Source: an optimization exercise on an open RTL-to-GDS flow (aim: small area). Production flows keep margins and buffers that such runs may drop. In this exercise RTL edits were held to simulation tests only and were not proved equivalent to the original. Power and IR drop assume default switching activity.

Setup of v6:
// NERP_demo_top
module NERP_demo_top(
	input wire clk,			 
	input wire btns,			 
	input wire btnu,
	input wire btnd,
	output wire [7:0] seg,	 
	output wire [3:0] an,	 
	output wire dp,			 
	output wire [2:0] vgaRed,
	output wire [2:0] vgaGreen,
	output wire [2:1] vgaBlue,
	output wire Hsync,
	output wire Vsync
	);
Size in the first run: about 27 I/O pins.
==> flow/config.mk <==
export PLATFORM = sky130hd
export DESIGN_NAME = NERP_demo_top
export DESIGN_NICKNAME = NERP_demo_top
export VERILOG_FILES = /design/flow/design.v
export SDC_FILE = /design/flow/constraint.sdc
export NUM_CORES = 4
export LEC_CHECK = 0
export CAP_MARGIN = 20
export CORE_MARGIN = 2
export CORE_UTILIZATION = 75
export CTS_BUF_LIST = sky130_fd_sc_hd__clkbuf_8
export SLEW_MARGIN = 20
==> flow/constraint.sdc <==
create_clock -name core_clock -period 10.0 [get_ports {clk}]
set_input_delay 2.0000 -clock core_clock [delete_from_list [all_inputs] [get_ports {clk}]]
set_output_delay 2.0000 -clock core_clock [all_outputs]
set_load 0.01 [all_outputs]
standard.sh (not shown) runs the stock make flow with config.mk's settings and CLKGATE_MAP_FILE= SYNTH_SCRIPT=/design/flow/synth_recipe.tcl, a recipe that flattens the netlist after the stock synthesis.
==> flow/flow/run.sh <==
#!/bin/bash
# Layout flow: the standard synthesis (standard.sh), then the
# combinational gates are mapped again by ABC with stronger area scripts
# (flow/pp.sh keeps every register and tie cell as it is and
# keeps a result only if yosys proves it equivalent), then the standard
# ORFS steps from floorplan to finish, with the port buffers made of
# sky130_fd_sc_hd__buf_1 and a clock tree of sky130_fd_sc_hd__clkbuf_4 (root clkbuf_8)
# without dummy loads. Each tool's output goes to a log file here.
set -euo pipefail
W=$PWD
R=$W/orfs/results/sky130hd/NERP_demo_top/base
bash standard.sh $R/1_2_yosys.v > synth.log 2>&1
cp $R/1_2_yosys.v $W/synth_std.v
bash flow/pp.sh $W/synth_std.v $W/synth_pp.v $W/pp > pp.log 2>&1
cp $W/synth_pp.v $R/1_2_yosys.v
export CTS_ARGS="-sink_clustering_enable -repair_clock_nets -buf_list sky130_fd_sc_hd__clkbuf_4 -root_buf sky130_fd_sc_hd__clkbuf_8 -dont_use_dummy_load"
bash standard.sh BUFFER_PORTS_ARGS="-buffer_cell sky130_fd_sc_hd__buf_1" "CTS_ARGS=$CTS_ARGS" finish > layout.log 2>&1
==> flow/flow/pp.sh <==
#!/bin/bash
# Re-optimise the combinational logic of a mapped netlist with ABC.
# usage: pp.sh in.v out.v workdir
# Registers and tie cells (and, for some scripts, full-adder cells) are
# kept as they are (same instance names and cell types); all other gates are flattened to logic and mapped again
# with several ABC scripts run side by side. The smallest result that
# yosys proves equivalent to the input is kept (else the input itself).
set -uo pipefail
IN=$1; OUT=$2; WD=$3
mkdir -p $WD
FH=${FLOW_HOME:-/OpenROAD-flow-scripts/flow}
YOSYS=${YOSYS_EXE:-$FH/../tools/install/yosys/bin/yosys}
LIB=$FH/platforms/sky130hd/lib/sky130_fd_sc_hd__tt_025C_1v80.lib
DU=""
for c in $(sed -n '/DONT_USE_CELLS/,/^$/p' $FH/platforms/sky130hd/config.mk | grep -o "sky130_fd_sc_hd__[a-z0-9_]*"); do DU="$DU -dont_use $c"; done
R="strash;dch,-f;amap"
D="&put;dch,-f;amap;$R;$R;$R;$R"
# each entry: which cells to keep besides registers and tie cells | ABC script
SCRIPTS=(
"|strash;&get,-n;&deepsyn,-T,60;$D"
"fa_|strash;&get,-n;&deepsyn,-T,60;$D"
"fa_|strash;&get,-n;&deepsyn,-T,60,-S,7;$D"
"|strash;&get,-n;&deepsyn,-T,60,-S,7;$D"
"|strash;&get,-n;&dch,-f;&nf,-R,1000;&put"
)
run_one() {
  local i=$1 K=${2%%|*} S=${2#*|}
  local KEEP=$(grep -o "sky130_fd_sc_hd__[a-z0-9_]*" $IN | sort -u | grep -E "__(df|edf|sdf|conb${K:+|$K})" | tr '\n' ' ')
  cat > $WD/pp$i.ys <<EOY
read_liberty -ignore_miss_func $LIB
setattr -mod -set keep_hierarchy 1 $KEEP
read_verilog $IN
hierarchy -top NERP_demo_top
flatten
opt_clean
abc -liberty $LIB $DU -script +$S
opt_clean -purge
splitnets
insbuf -buf sky130_fd_sc_hd__buf_1 A X
opt_clean -purge
hierarchy -top NERP_demo_top
blackbox $KEEP
tee -o $WD/stat$i.txt stat -liberty $LIB
write_verilog -noattr -nohex -nodec $WD/out$i.v
EOY
  rm -f $WD/out$i.v $WD/stat$i.txt
  timeout 600 $YOSYS -q -l $WD/pp$i.log $WD/pp$i.ys > /dev/null 2>&1 || { echo "script $i failed" > $WD/res$i; return; }
  local a=$(grep "Chip area" $WD/stat$i.txt | awk '{print $NF}')
  cat > $WD/eq$i.ys <<EOY
read_liberty -ignore_miss_func $LIB
read_verilog $IN
rename NERP_demo_top gold
read_verilog $WD/out$i.v
rename NERP_demo_top gate
hierarchy -check
flatten
opt_clean
equiv_make gold gate eq
hierarchy -top eq
equiv_simple -seq 2
equiv_induct -seq 2
equiv_status -assert
EOY
  if timeout 900 $YOSYS -q -l $WD/eq$i.log $WD/eq$i.ys > /dev/null 2>&1; then
    echo "$a $i equivalent" > $WD/res$i
  else
    echo "script $i: area $a, NOT proven equivalent" > $WD/res$i
  fi
}
i=0
for S in "${SCRIPTS[@]}"; do
  i=$((i+1))
  echo "script $i: $S"
  run_one $i "$S" &
done
wait
cat $WD/res*
best=$(cat $WD/res* | grep " equivalent$" | sort -g | head -1 | awk '{print $2}')
if [ -n "$best" ]; then cp $WD/out$best.v $OUT; echo "chose script $best"; else cp $IN $OUT; echo "kept input"; fi
--- input diff v6..v7 ---
--- a/flow/flow/run.sh
+++ b/flow/flow/run.sh
@@ -14,4 +14,4 @@
 bash flow/pp.sh $W/synth_std.v $W/synth_pp.v $W/pp > pp.log 2>&1
 cp $W/synth_pp.v $R/1_2_yosys.v
-export CTS_ARGS="-sink_clustering_enable -repair_clock_nets -buf_list sky130_fd_sc_hd__clkbuf_4 -root_buf sky130_fd_sc_hd__clkbuf_8 -dont_use_dummy_load"
+export CTS_ARGS="-sink_clustering_enable -sink_clustering_size 80 -sink_clustering_max_diameter 1000 -repair_clock_nets -buf_list sky130_fd_sc_hd__clkbuf_16 -root_buf sky130_fd_sc_hd__clkbuf_16 -dont_use_dummy_load"
 bash standard.sh BUFFER_PORTS_ARGS="-buffer_cell sky130_fd_sc_hd__buf_1" "CTS_ARGS=$CTS_ARGS" finish > layout.log 2>&1
--- a/flow/flow/pp.sh
+++ b/flow/flow/pp.sh
@@ -22,4 +22,6 @@
 "fa_|strash;&get,-n;&deepsyn,-T,60,-S,7;$D"
 "|strash;&get,-n;&deepsyn,-T,60,-S,7;$D"
+"fa_|strash;&get,-n;&deepsyn,-T,60,-S,13;$D"
+"fa_|strash;&get,-n;&deepsyn,-T,60,-S,21;$D"
 "|strash;&get,-n;&dch,-f;&nf,-R,1000;&put"
 )
Results
Every run in the comparison, v7 and v6, completed the flow with a clean layout. v6 has lower aggregate global-route resource usage than v7. Looking at worst ir drop on vdd across v7 and v6, the one that comes out higher is v7. Compared to v6, v7 has worst path setup slack after routing 0.022 ns higher. Critical path depth ended up 13 higher on v7 than on v6. Compared with v6, v7 shows a higher clock network area share.


NERP_demo_top, a different RTL version from the one above (not shown whole).
Size in the first run: ~810 cells after synthesis, roughly 27 I/O pins.
// NERP_demo_top
module NERP_demo_top(
	input wire clk,			 
	input wire btns,			 
	input wire btnu,
	input wire btnd,
	output wire [7:0] seg,	 
	output wire [3:0] an,	 
	output wire dp,			 
	output wire [2:0] vgaRed,
	output wire [2:0] vgaGreen,
	output wire [2:1] vgaBlue,
	output wire Hsync,
	output wire Vsync
	);
clock: 10.0 ns
lec_check: 0
cap_margin: 20
core_margin: 2
core_utilization: 40
slew_margin: 20
==> flow/flow/run.sh <==
#!/bin/bash
# Standard layout, unchanged; each tool's output goes to the ORFS logs.
set -e
bash standard.sh > standard.log 2>&1
Edit:
==> flow/run.sh (new file) <==
#!/bin/bash
# synth_recipe.tcl (not shown) runs the flow's synth.tcl, then flattens the netlist and writes it again
# the make line also repeats each setting of config.mk as NAME=value (left out here)
make -C /OpenROAD-flow-scripts/flow DESIGN_CONFIG=/design/flow/config.mk WORK_HOME=/design/flow/orfs CLKGATE_MAP_FILE= SYNTH_SCRIPT=/design/flow/synth_recipe.tcl finish
removed: flow/flow/run.sh
removed: flow/standard.sh
Effect:
- critical path depth does not change
- setup slack stays the same
- total power stays the same
- via count is unchanged


== rev 12 ==
Another version of the RTL of NERP_demo_top (not shown whole).
Size in the first run: ~5300 µm² of cells after synthesis.
clock: 10.0 ns
lec_check: 0
cap_margin: 20
core_margin: 2
core_utilization: 60
cts_buf_list: sky130_fd_sc_hd__clkbuf_8
slew_margin: 20
==> flow/flow/run.sh <==
#!/bin/bash
# Layout flow: the standard synthesis (standard.sh), then the
# combinational gates are mapped again by ABC with stronger area scripts
# (flow/pp.sh keeps every register and tie cell as it is and
# keeps a result only if yosys proves it equivalent), then the standard
# ORFS steps from floorplan to finish, with the port buffers made of
# sky130_fd_sc_hd__buf_1 and a clock tree of sky130_fd_sc_hd__clkbuf_8
# without dummy loads. Each tool's output goes to a log file here.
set -euo pipefail
W=$PWD
R=$W/orfs/results/sky130hd/NERP_demo_top/base
bash standard.sh $R/1_2_yosys.v > synth.log 2>&1
cp $R/1_2_yosys.v $W/synth_std.v
bash flow/pp.sh $W/synth_std.v $W/synth_pp.v $W/pp > pp.log 2>&1
cp $W/synth_pp.v $R/1_2_yosys.v
export CTS_ARGS="-sink_clustering_enable -repair_clock_nets -buf_list sky130_fd_sc_hd__clkbuf_8 -dont_use_dummy_load"
bash standard.sh BUFFER_PORTS_ARGS="-buffer_cell sky130_fd_sc_hd__buf_1" "CTS_ARGS=$CTS_ARGS" finish > layout.log 2>&1
==> flow/flow/pp.sh <==
#!/bin/bash
# Re-optimise the combinational logic of a mapped netlist with ABC.
# usage: pp.sh in.v out.v workdir
# Registers and tie cells are kept as they are (same instance names and
# cell types); all other gates are flattened to logic and mapped again
# with several ABC scripts run side by side. The smallest result that
# yosys proves equivalent to the input is kept (else the input itself).
set -uo pipefail
IN=$1; OUT=$2; WD=$3
mkdir -p $WD
FH=${FLOW_HOME:-/OpenROAD-flow-scripts/flow}
YOSYS=${YOSYS_EXE:-$FH/../tools/install/yosys/bin/yosys}
LIB=$FH/platforms/sky130hd/lib/sky130_fd_sc_hd__tt_025C_1v80.lib
KEEP=$(grep -o "sky130_fd_sc_hd__[a-z0-9_]*" $IN | sort -u | grep -E "__(df|edf|sdf|conb)" | tr '\n' ' ')
DU=""
for c in $(sed -n '/DONT_USE_CELLS/,/^$/p' $FH/platforms/sky130hd/config.mk | grep -o "sky130_fd_sc_hd__[a-z0-9_]*"); do DU="$DU -dont_use $c"; done
R="strash;dch,-f;amap"
SCRIPTS=(
"strash;&get,-n;&deepsyn,-T,60;&put;dch,-f;amap;$R;$R;$R;$R"
"strash;&get,-n;&deepsyn,-T,60,-S,7;&put;dch,-f;amap;$R;$R;$R;$R"
"strash;&get,-n;&deepsyn,-T,60,-S,13;&put;dch,-f;amap;$R;$R;$R;$R"
"strash;&get,-n;&dch,-f;&nf,-R,1000;&put"
)
run_one() {
  local i=$1 S=$2
  cat > $WD/pp$i.ys <<EOY
read_liberty -ignore_miss_func $LIB
setattr -mod -set keep_hierarchy 1 $KEEP
read_verilog $IN
hierarchy -top NERP_demo_top
flatten
opt_clean
abc -liberty $LIB $DU -script +$S
opt_clean -purge
splitnets
insbuf -buf sky130_fd_sc_hd__buf_1 A X
opt_clean -purge
hierarchy -top NERP_demo_top
blackbox $KEEP
tee -o $WD/stat$i.txt stat -liberty $LIB
write_verilog -noattr -nohex -nodec $WD/out$i.v
EOY
  rm -f $WD/out$i.v $WD/stat$i.txt
  timeout 600 $YOSYS -q -l $WD/pp$i.log $WD/pp$i.ys > /dev/null 2>&1 || { echo "script $i failed" > $WD/res$i; return; }
  local a=$(grep "Chip area" $WD/stat$i.txt | awk '{print $NF}')
  cat > $WD/eq$i.ys <<EOY
read_liberty -ignore_miss_func $LIB
read_verilog $IN
rename NERP_demo_top gold
read_verilog $WD/out$i.v
rename NERP_demo_top gate
hierarchy -check
flatten
opt_clean
equiv_make gold gate eq
hierarchy -top eq
equiv_simple -seq 2
equiv_induct -seq 2
equiv_status -assert
EOY
  if timeout 900 $YOSYS -q -l $WD/eq$i.log $WD/eq$i.ys > /dev/null 2>&1; then
    echo "$a $i equivalent" > $WD/res$i
  else
    echo "script $i: area $a, NOT proven equivalent" > $WD/res$i
  fi
}
i=0
for S in "${SCRIPTS[@]}"; do
  i=$((i+1))
  echo "script $i: $S"
  run_one $i "$S" &
done
wait
cat $WD/res*
best=$(cat $WD/res* | grep " equivalent$" | sort -g | head -1 | awk '{print $2}')
if [ -n "$best" ]; then cp $WD/out$best.v $OUT; echo "chose script $best"; else cp $IN $OUT; echo "kept input"; fi
Rev 12 finished every step from synthesis to the final layout, and the layout passed the timing, DRC and antenna checks.
The inputs of rev 13 differ from those of rev 12 as listed below.
--- a/flow/flow/run.sh
+++ b/flow/flow/run.sh
@@ -7,2 +7 @@
-# sky130_fd_sc_hd__buf_1 and a clock tree of sky130_fd_sc_hd__clkbuf_8
-# without dummy loads. Each tool's output goes to a log file here.
+# sky130_fd_sc_hd__buf_1. Each tool's output goes to a log file here.
@@ -16,2 +15 @@
-export CTS_ARGS="-sink_clustering_enable -repair_clock_nets -buf_list sky130_fd_sc_hd__clkbuf_8 -dont_use_dummy_load"
-bash standard.sh BUFFER_PORTS_ARGS="-buffer_cell sky130_fd_sc_hd__buf_1" "CTS_ARGS=$CTS_ARGS" finish > layout.log 2>&1
+bash standard.sh BUFFER_PORTS_ARGS="-buffer_cell sky130_fd_sc_hd__buf_1" finish > layout.log 2>&1
--- a/flow/flow/pp.sh
+++ b/flow/flow/pp.sh
@@ -19,3 +19,3 @@
-"strash;&get,-n;&deepsyn,-T,60;&put;dch,-f;amap;$R;$R;$R;$R"
-"strash;&get,-n;&deepsyn,-T,60,-S,7;&put;dch,-f;amap;$R;$R;$R;$R"
-"strash;&get,-n;&deepsyn,-T,60,-S,13;&put;dch,-f;amap;$R;$R;$R;$R"
+"strash;&get,-n;&deepsyn,-T,30;&put;dch,-f;amap;$R;$R;$R;$R"
+"strash;&get,-n;&deepsyn,-T,30,-S,7;&put;dch,-f;amap;$R;$R;$R;$R"
+"strash;&get,-n;&deepsyn,-T,30,-S,13;&put;dch,-f;amap;$R;$R;$R;$R"
[summary]
Rev 13: full flow OK, the timing, DRC and antenna checks passed. In the metrics for rev 12 and rev 13, the one carrying the lower non-filler instance count after layout is rev 12. Against rev 12 as the reference, rev 13 delivers a lower power share of the combinational group. Looking only at overall global routing resource usage, and setting everything else aside, the higher value of rev 12 and rev 13 goes to rev 13.

## re-timing with driven ports
Ports are ideal in the flow. The routed layouts listed here were re-timed in OpenROAD.
Step 1, drivers: a clkbuf_16 drives clk and a buf_2 each remaining input, both assumed.
Step 2 also shifts input and output timing later by t, the mid clock arrival at the registers, as if the neighbouring blocks saw the same clock.
Slacks: ideal / step 1 / step 2; pairs: ideal / step 1.
run | t, ns | setup slack, ns | pins driven straight from the clock port
v6 | 0.387 | 0.560 / 0.526 / 0.610 | 1
v7 | 0.371 | 0.583 / 0.557 / 0.583 | 1
the first run of note 2 | 0.391 | 0.540 / 0.496 / 0.886 | 1
the second run of note 2 | 0.391 | 0.540 / 0.496 / 0.886 | 1
rev 12 | 0.383 | 1.210 / 1.173 / 1.556 | 1
rev 13 | 0.394 | 1.205 / 1.167 / 1.561 | 1
After both steps setup and hold are still met in every run listed.
